This design comes from an exercise in tuning for small area, a short achievable clock period and few clock cycles on the open sky130 flow, not from production work.
In this exercise RTL edits were held to simulation tests only and were not proved equivalent to the original.
No activity file was given, so power comes from the tool's default toggle rates.

==> flow/design.v (excerpt) <==
module mips_core (
	input         clk,
	input         rst,           
	output [31:0] imem_addr,
	input  [31:0] imem_rdata,
	output [31:0] dmem_addr,
	output [31:0] dmem_wdata,
	output        dmem_we,
	input  [31:0] dmem_rdata,
	output        halt
);
	reg  [9:0]  pc;                  
	reg  [31:0] ir;                  
	reg  [9:0]  tgtD;                
	reg         vD;                  
	reg  [31:0] aX, bX;              
	reg  [15:0] immX;                
	reg  [9:0]  tgtX;                
	reg  [4:0]  rdX;
	reg         weX, swX, beqX, sysX, ldX, lwX, lhX;
	reg         addX, sltX, andX, orX, norX, sllX, srlX;
	reg  [31:0] resM, wdM;           
	reg  [4:0]  rdM;
	reg         weM, swM, sysM, ldM, lwM, lhM;
	wire [31:0] valM;                
	wire [32*31-1:0] rqv;            
	genvar g;
	generate
		for (g = 1; g < 32; g = g + 1) begin : R
			reg [31:0] r;
			always @(posedge clk)
				if (weM && rdM == g) r <= valM;
			assign rqv[32*(g-1) +: 32] = r;
		end
	endgenerate
	wire [31:0] ins = imem_rdata;
	wire beqF  = ins[31:26] == 6'h04;
	wire sameF = beqF & (ins[25:21] == ins[20:16]);    
	wire [9:0] tgtF = pc + 10'd1 + ins[9:0];
	wire [5:0] op = ir[31:26];
	wire [5:0] fn = ir[5:0];
	wire [4:0] rs = ir[25:21];
	wire [4:0] rt = ir[20:16];
	wire [4:0] rd = ir[15:11];
	wire isR    = op == 6'h00;
	wire isAddi = op == 6'h08;
	wire isLw   = op == 6'h23;
	wire isLh   = op == 6'h21;
	wire isLhu  = op == 6'h25;
	wire isSw   = op == 6'h2B;
	wire isBeq  = op == 6'h04;
	wire isLd   = isLw | isLh | isLhu;
	wire isImm  = isAddi | isLd | isSw;
	wire isSys  = ir == 32'h0000000c;
	wire isSub  = isR & (fn == 6'h22 | fn == 6'h2A | fn == 6'h2B);
	wire [4:0] dst = isR ? rd : rt;
	wire weD = (isR | isAddi | isLd) & (dst != 5'd0);
	wire beqSame = isBeq & (rs == rt);           
	wire hitA = weM & (rdM == rs);
	wire hitB = weM & (rdM == rt);
	reg [31:1] selA, selB;
	integer k;
	always @(*)
		for (k = 1; k < 32; k = k + 1) begin
			selA[k] = (rs == k) & ~(weM & (rdM == k));
			selB[k] = (rt == k) & ~(weM & (rdM == k));
		end
	wire [31:0] opA, opB;
  ...
Settings: LEC_CHECK=0, CAP_MARGIN=20, CORE_MARGIN=2, CORE_UTILIZATION=60, CTS_CLUSTER_DIAMETER=120, CTS_CLUSTER_SIZE=20, SLEW_MARGIN=20, SYNTH_HIERARCHICAL=1, SETUP_SLACK_MARGIN=6.8, MATCH_CELL_FOOTPRINT=0, BUFFER_PORTS_ARGS=-buffer_cell sky130_fd_sc_hd__buf_2; clock period 10.0 ns.
standard.sh (not shown) runs the stock make flow with config.mk's settings and CLKGATE_MAP_FILE= SYNTH_SCRIPT=/design/flow/synth_recipe.tcl, a recipe that flattens the netlist after the stock synthesis.
==> flow/flow/run.sh <==
#!/bin/bash
# Standard layout (the standard.sh, its synthesis unchanged), with:
# - gates allowed to be resized to any footprint;
# - the ports buffered with buf_2 rather than a delay cell.
# The SDC (clock period, I/O delays) is the standard flow's.
cp standard.sh standard_sh.txt.log
cat config.mk > config_in.log
echo "export SETUP_SLACK_MARGIN = 6.8" >> config.mk
echo "export MATCH_CELL_FOOTPRINT = 0" >> config.mk
echo "export BUFFER_PORTS_ARGS = -buffer_cell sky130_fd_sc_hd__buf_2" >> config.mk
bash standard.sh > standard.log 2>&1
Testbench counts at the start, summed over its fixed seeds: cycles 62,370.
Next try:
--- a/flow/flow/run.sh
+++ b/flow/flow/run.sh
@@ -7,3 +7,3 @@
 cat config.mk > config_in.log
-echo "export SETUP_SLACK_MARGIN = 6.8" >> config.mk
+echo "export SETUP_SLACK_MARGIN = 7.0" >> config.mk
 echo "export MATCH_CELL_FOOTPRINT = 0" >> config.mk
Settings changed: CORE_UTILIZATION 60 to 50, SETUP_SLACK_MARGIN 6.8 to 7.0.
What happened:
- cell area climbs by a little under a tenth
- synthesized cell count stays the same
- total power climbs by a few percent
- via count climbs by a few percent
- count of clock-buffer cells in the layout climbs by 13
- routed wire length climbs by about a fifth
- non-clock buffer count climbs by 241
Next try:
--- a/flow/flow/run.sh
+++ b/flow/flow/run.sh
@@ -7,3 +7,3 @@
 cat config.mk > config_in.log
-echo "export SETUP_SLACK_MARGIN = 7.0" >> config.mk
+echo "export SETUP_SLACK_MARGIN = 6.8" >> config.mk
 echo "export MATCH_CELL_FOOTPRINT = 0" >> config.mk
Settings changed: SETUP_SLACK_MARGIN 7.0 to 6.8.
Power is lower by a few percent.
Worst setup slack is better by 0.062 ns.
Routed wire length fell by about a fifth.
Design area decreases by a few percent.
Flip-flop and latch count is unchanged.
Cell count falls by a few percent.

mips_core, a different RTL version from the one above (not shown whole).
Size: about 1200 flip-flops, roughly 160 I/O pins, ~55000 um2 of cells after synthesis.
make LEC_CHECK=0 CAP_MARGIN=50 CORE_MARGIN=2 CORE_UTILIZATION=40 SETUP_SLACK_MARGIN=5 SLEW_MARGIN=80 finish   # period 10.0 ns
run.sh (not shown) runs the stock make flow with config.mk's settings and CLKGATE_MAP_FILE= SYNTH_SCRIPT=/design/flow/synth_recipe.tcl, a recipe that flattens the netlist after the stock synthesis.
Stock flow here: none of the scripts above is used.
Testbench counts at the start, summed over its fixed seeds: cycles 60,988.
Rerun with:
==> flow/flow/run.sh (new file) <==
#!/bin/bash
cp standard.sh standard_sh.txt.log
cat config.mk > config_in.log
echo "export SETUP_SLACK_MARGIN = 6.6" >> config.mk
bash standard.sh > standard.log 2>&1
==> flow/standard.sh (new file) <==
#!/bin/bash
# synth_recipe.tcl (not shown) runs the flow's synth.tcl, then flattens the netlist and writes it again
# the make line also repeats each setting of config.mk as NAME=value (left out here)
make -C /OpenROAD-flow-scripts/flow DESIGN_CONFIG=/design/flow/config.mk WORK_HOME=/design/flow/orfs CLKGATE_MAP_FILE= SYNTH_SCRIPT=/design/flow/synth_recipe.tcl "${@:-finish}"
CAP_MARGIN = 20   (was 50)
SETUP_SLACK_MARGIN = 6.6   (was 5)
SLEW_MARGIN = 20   (was 80)
removed: flow/run.sh
Setup slack is better by 1000 ps.
Clock skew hardly moves.
Core utilization falls by 3.6 points.
Combinational power falls by about 5%.
Power falls by 2.3%.
Cell count falls by 4.9%.
Area after synthesis does not change.
Routed wire length rises by 0.73%.
Die area stays the same.
Critical path depth falls by 3.
Rerun with:
==> flow/run.sh (new file) <==
#!/bin/bash
# synth_recipe.tcl (not shown) runs the flow's synth.tcl, then flattens the netlist and writes it again
# the make line also repeats each setting of config.mk as NAME=value (left out here)
make -C /OpenROAD-flow-scripts/flow DESIGN_CONFIG=/design/flow/config.mk WORK_HOME=/design/flow/orfs CLKGATE_MAP_FILE= SYNTH_SCRIPT=/design/flow/synth_recipe.tcl finish
SETUP_SLACK_MARGIN = unset   (was 6.6)
removed: flow/flow/run.sh
removed: flow/standard.sh
- global-route usage decreases by 0.70 points
- power stays flat
- first-iteration DRC count decreases by a few percent
- sequential cell count is unchanged
- design area decreases by a few percent

[what the ideal ports hide]
In the flow no input, the clock included, has a driving cell. The finished layouts below were timed again as built, in two steps.
Step 1 sets driving cells, clkbuf_16 on the clock port and buf_2 on the other inputs (assumed; they add their load-dependent delay and slew).
Step 2 moves the port delays by t, midway between the first and last clock arrival at a register: inputs arrive t later, outputs are due t later. That takes back most of the time a late clock gives input paths.
a / b / c = no drivers / after step 1 / after step 2; a / b = the first two.
run | shift t [ns] | slack for setup (ns) | worst hold slack (ns) | latest minus earliest clock arrival (ns) | pins driven straight from the clock port
the first run of note 1 | 0.723 | 6.516 / 6.516 / 5.895 | 0.332 / 0.332 / 0.332 | 0.042 / 0.042 | 1
the second run of note 1 | 0.772 | 6.622 / 6.622 / 6.229 | 0.331 / 0.331 / 0.331 | 0.045 / 0.045 | 1
the third run of note 1 | 0.750 | 6.684 / 6.691 / 5.961 | 0.325 / 0.325 / 0.325 | 0.066 / 0.065 | 1
the first run of note 2 | 0.865 | 5.316 / 5.374 / 4.509 | 0.324 / 0.324 / 0.324 | 0.084 / 0.084 | 1
the second run of note 2 | 0.836 | 6.352 / 6.372 / 5.536 | 0.320 / 0.320 / 0.320 | 0.081 / 0.081 | 1
the third run of note 2 | 0.865 | 4.780 / 4.742 / 3.878 | 0.324 / 0.324 / 0.324 | 0.050 / 0.051 | 1
After both steps setup and hold are still met in every run listed. The setup slack of the third run of note 2, which loses most, moves by -0.038 ns with the drivers and by -0.902 ns with both steps.
